Background: an optimization exercise with open tools, aiming at small area. Do not read the settings as production practice.
Only simulation tests tie the RTL to the original design; equivalence was not proved.

Setup of v29:
==> module fifo, before the edit <==
module fifo (
    input clk,
    resetn,
    soft_reset,
    input read_en,
    write_en,
    input header_flag,
    input [7:0] data_in,
    output reg [7:0] data_out,
    output empty,
    full
);
  reg [143:0] mem;
  reg [4:0] occ;
  reg count_zero;
  reg [5:0] count_m1;
  wire rst = ~resetn | soft_reset;
  assign empty = occ[4];
  assign full  = ~occ[4] & (&occ[3:0]);
  wire wr = write_en & ~full;
  wire rd = read_en & ~empty;
  wire [15:0] sel = 16'b1 << occ[3:0];
  reg [8:0] head;
  integer k;
  always @(*) begin
    head = 9'b0;
    for (k = 0; k < 16; k = k + 1)
      head = head | (mem[k*9 +: 9] & {9{sel[k]}});
  end
  always @(posedge clk) begin
    if (rst) occ <= 5'b11111;
    else if (wr & ~rd) occ <= occ + 5'd1;
    else if (rd & ~wr) occ <= occ - 5'd1;
  end
  wire load = wr & ~rst;
  wire hold = ~wr & ~rst;
  always @(posedge clk) begin
    mem <= ({144{load}} & {mem[134:0], header_flag, data_in}) | ({144{hold}} & mem);
  end
  wire flag1 = count_zero & (|data_out);
  always @(posedge clk) begin
    if (rst) data_out <= 8'b0;
    else if (flag1) data_out <= 8'b0;
    else if (rd) data_out <= head[7:0];
  end
  always @(posedge clk) begin
    if (rst) count_zero <= 1'b1;
    else if (rd) begin
      if (head[8]) begin
        count_zero <= 1'b0;
        count_m1 <= head[7:2];
      end else if (~count_zero) begin
        if (count_m1 == 6'd0) count_zero <= 1'b1;
        else count_m1 <= count_m1 - 6'd1;
      end
    end
  end
endmodule
==> module register, before the edit <==
module register (
    input clk,
    resetn,
    input pkt_valid,
    input fifo_full,
    input ld_state,
    full_state,
    laf_state,
    lfd_state,
    detect_add,
    rst_int_reg,
    input [7:0] data_in,
    output reg parity_done,
    output reg low_pkt_valid,
    output reg err,
    output reg [7:0] data_out
);
  reg [7:0] fifo_full_state_byte, parity_diff;
  wire parity_load = (ld_state & ~fifo_full & ~pkt_valid) |
                     (laf_state & low_pkt_valid & ~parity_done);
  always @(posedge clk) begin
    if (~resetn | detect_add) parity_done <= 1'b0;
    else if (parity_load) parity_done <= 1'b1;
  end
  always @(posedge clk) begin
    if (~resetn | rst_int_reg) low_pkt_valid <= 1'b0;
    else if (ld_state & ~pkt_valid) low_pkt_valid <= 1'b1;
  end
  always @(posedge clk) begin
    if (detect_add | (ld_state & ~fifo_full)) data_out <= data_in;
    else if (laf_state) data_out <= fifo_full_state_byte;
  end
  always @(posedge clk) begin
    if (ld_state) fifo_full_state_byte <= data_in;
  end
  always @(posedge clk) begin
    if (detect_add) parity_diff <= data_in;
    else if (lfd_state & ~pkt_valid) parity_diff <= 8'b0;
    else if ((ld_state & (pkt_valid | ~fifo_full)) | (laf_state & low_pkt_valid & ~parity_done))
      parity_diff <= parity_diff ^ data_in;
  end
  always @(posedge clk) begin
    if (~resetn) err <= 1'b0;
    else if (parity_done) err <= |parity_diff;
  end
endmodule
==> flow/config.mk <==
export PLATFORM = sky130hd
export DESIGN_NAME = router_top
export DESIGN_NICKNAME = router_top
export VERILOG_FILES = /design/flow/design.v
export SDC_FILE = /design/flow/constraint.sdc
export NUM_CORES = 4
export LEC_CHECK = 0
export CAP_MARGIN = 20
export CORE_MARGIN = 2
export CORE_UTILIZATION = 78
export PLACE_DENSITY = 0.86
export SLEW_MARGIN = 20
==> flow/constraint.sdc <==
create_clock -name core_clock -period 5.0 [get_ports {clk}]
set_input_delay 1.0000 -clock core_clock [delete_from_list [all_inputs] [get_ports {clk}]]
set_output_delay 1.0000 -clock core_clock [all_outputs]
set_load 0.01 [all_outputs]
standard.sh (not shown) runs the stock make flow with config.mk's settings and CLKGATE_MAP_FILE= SYNTH_SCRIPT=/design/flow/synth_recipe.tcl, a recipe that flattens the netlist after the stock synthesis.
==> flow/flow/run.sh <==
#!/bin/bash
# The standard layout (standard.sh), with these changes:
#  - synthesis: the standard flow's script, but ABC maps with flow/abc_area.script
#    (six rounds of choice computation, area-recovering &nf mapping and mfs3) and without weak NOR3/NOR4 cells; everything before and after ABC, and so every
#    register, is as in the standard synthesis;
#  - clock tree: clkbuf_8 leaf buffers in clusters of up to 16 flip-flops,
#    without dummy loads;
#  - floorplan: ABC's buffers removed instead of a timing repair on the
#    unplaced, unbuffered netlist (REMOVE_ABC_BUFFERS);
#  - port buffers: buf_1.
set -euo pipefail
HERE=$(pwd)
# weak NOR3/NOR4 cells, kept out of ABC's mapping only: as drivers of the
# read-select lines they make the placer add a buffer to each line
ABC_DONT_USE="sky130_fd_sc_hd__nor3_1 sky130_fd_sc_hd__nor3b_1 sky130_fd_sc_hd__nor4_1 sky130_fd_sc_hd__nor4b_1 sky130_fd_sc_hd__nor4bb_1"
sed "s#source \$::env(SCRIPTS_DIR)/synth_preamble.tcl#source \$::env(SCRIPTS_DIR)/synth_preamble.tcl\nset abc_args [lreplace \$abc_args 1 1 $HERE/flow/abc_area.script]\nforeach c {$ABC_DONT_USE} { lappend abc_args -dont_use \$c }#" \
  "$FLOW_HOME/scripts/synth.tcl" > synth_abc.tcl
sed "s#source \$::env(SCRIPTS_DIR)/synth.tcl#source $HERE/synth_abc.tcl#" synth_recipe.tcl > synth_recipe_abc.tcl
sed "s#SYNTH_SCRIPT=[^ ]*#SYNTH_SCRIPT=$HERE/synth_recipe_abc.tcl#" standard.sh > standard_abc.sh
export CTS_ARGS="-sink_clustering_enable -repair_clock_nets -dont_use_dummy_load -sink_clustering_size 16 -sink_clustering_max_diameter 60 -buf_list sky130_fd_sc_hd__clkbuf_8"
export REMOVE_ABC_BUFFERS=1
export BUFFER_PORTS_ARGS="-buffer_cell sky130_fd_sc_hd__buf_1"
bash standard_abc.sh > standard.log 2>&1
==> flow/flow/abc_area.script <==
&get -n
&st
&dch
&nf -R 1000 -p -F 8 -A 4 -C 32
&put
mfs3 -ae
&get -n
&st
&dch
&nf -R 1000 -p -F 8 -A 4 -C 32
&put
mfs3 -ae
&get -n
&st
&dch
&nf -R 1000 -p -F 8 -A 4 -C 32
&put
mfs3 -ae
&get -n
&st
&dch
&nf -R 1000 -p -F 8 -A 4 -C 32
&put
mfs3 -ae
&get -n
&st
&dch
&nf -R 1000 -p -F 8 -A 4 -C 32
&put
mfs3 -ae
&get -n
&st
&dch
&nf -R 1000 -p -F 8 -A 4 -C 32
&put
mfs3 -ae
v29 reached the final stage; the timing, design-rule and antenna checks on its layout passed.
Changes in v35 relative to v29:
--- a/flow/design.v
+++ b/flow/design.v
@@ -40,24 +40,24 @@
   wire flag1 = count_zero & (|data_out);
   always @(posedge clk) begin
     if (rst) data_out <= 8'b0;
     else if (flag1) data_out <= 8'b0;
     else if (rd) data_out <= head[7:0];
   end
+  wire count_load = rd & head[8];
+  wire count_dec = rd & ~head[8] & ~count_zero & (count_m1 != 6'd0);
   always @(posedge clk) begin
     if (rst) count_zero <= 1'b1;
     else if (rd) begin
-      if (head[8]) begin
-        count_zero <= 1'b0;
-        count_m1 <= head[7:2];
-      end else if (~count_zero) begin
-        if (count_m1 == 6'd0) count_zero <= 1'b1;
-        else count_m1 <= count_m1 - 6'd1;
-      end
+      if (head[8]) count_zero <= 1'b0;
+      else if (count_m1 == 6'd0) count_zero <= 1'b1;
     end
   end
+  always @(posedge clk) begin
+    count_m1 <= count_load ? head[7:2] : count_m1 - {5'd0, count_dec};
+  end
 endmodule
 module synchronizer (
     input clk,
     resetn,
     read_en_0,
     read_en_1,
@@ -269,20 +269,22 @@
   end
   always @(posedge clk) begin
     if (~resetn | rst_int_reg) low_pkt_valid <= 1'b0;
     else if (ld_state & ~pkt_valid) low_pkt_valid <= 1'b1;
   end
   always @(posedge clk) begin
-    if (detect_add | (ld_state & ~fifo_full)) data_out <= data_in;
+    if (~resetn) data_out <= 8'b0;
+    else if (detect_add | (ld_state & ~fifo_full)) data_out <= data_in;
     else if (laf_state) data_out <= fifo_full_state_byte;
   end
   always @(posedge clk) begin
     if (ld_state) fifo_full_state_byte <= data_in;
   end
   always @(posedge clk) begin
-    if (detect_add) parity_diff <= data_in;
+    if (~resetn) parity_diff <= 8'b0;
+    else if (detect_add) parity_diff <= data_in;
     else if (lfd_state & ~pkt_valid) parity_diff <= 8'b0;
     else if ((ld_state & (pkt_valid | ~fifo_full)) | (laf_state & low_pkt_valid & ~parity_done))
       parity_diff <= parity_diff ^ data_in;
   end
   always @(posedge clk) begin
     if (~resetn) err <= 1'b0;
Re number of rows in the core area: no difference whatsoever between v29 and v35. Delta (v35 minus v29): DRC violation total after the first TritonRoute iteration rose about 1.3%, fmax fell about 3.4%. Higher final critical delay including setup and external delays among v35 and v29: v35. Final non-filler cell area in v35 is about 0.5% lower than in v29. Clock skew: higher on v29.

==> static timing again, ports no longer ideal <==
The flow's constraints put no driver on any port. The routed layouts listed below were extracted and timed again, unchanged, in two steps.
Step 1 assumes that a clkbuf_16 drives the clock port and a buf_2 every other input.
Step 2 moves the port delays by t, midway between the first and last clock arrival at a register: inputs arrive t later, outputs are due t later. That takes back most of the time a late clock gives input paths.
Slacks: no drivers / after step 1 / after step 2; pairs: no drivers / after step 1.
run | shift t [ns] | setup WS [ns] | clock arrival spread, ns | cell pins on the clock port's net
v29 | 0.594 | 1.550 / 1.550 / 0.997 | 0.058 / 0.058 | 1
v35 | 0.603 | 1.427 / 1.427 / 1.427 | 0.053 / 0.053 | 1
After both steps every run listed still meets setup and hold. The setup slack of v29, which loses most, moves by 0.000 ns with the drivers and by -0.553 ns with both steps.
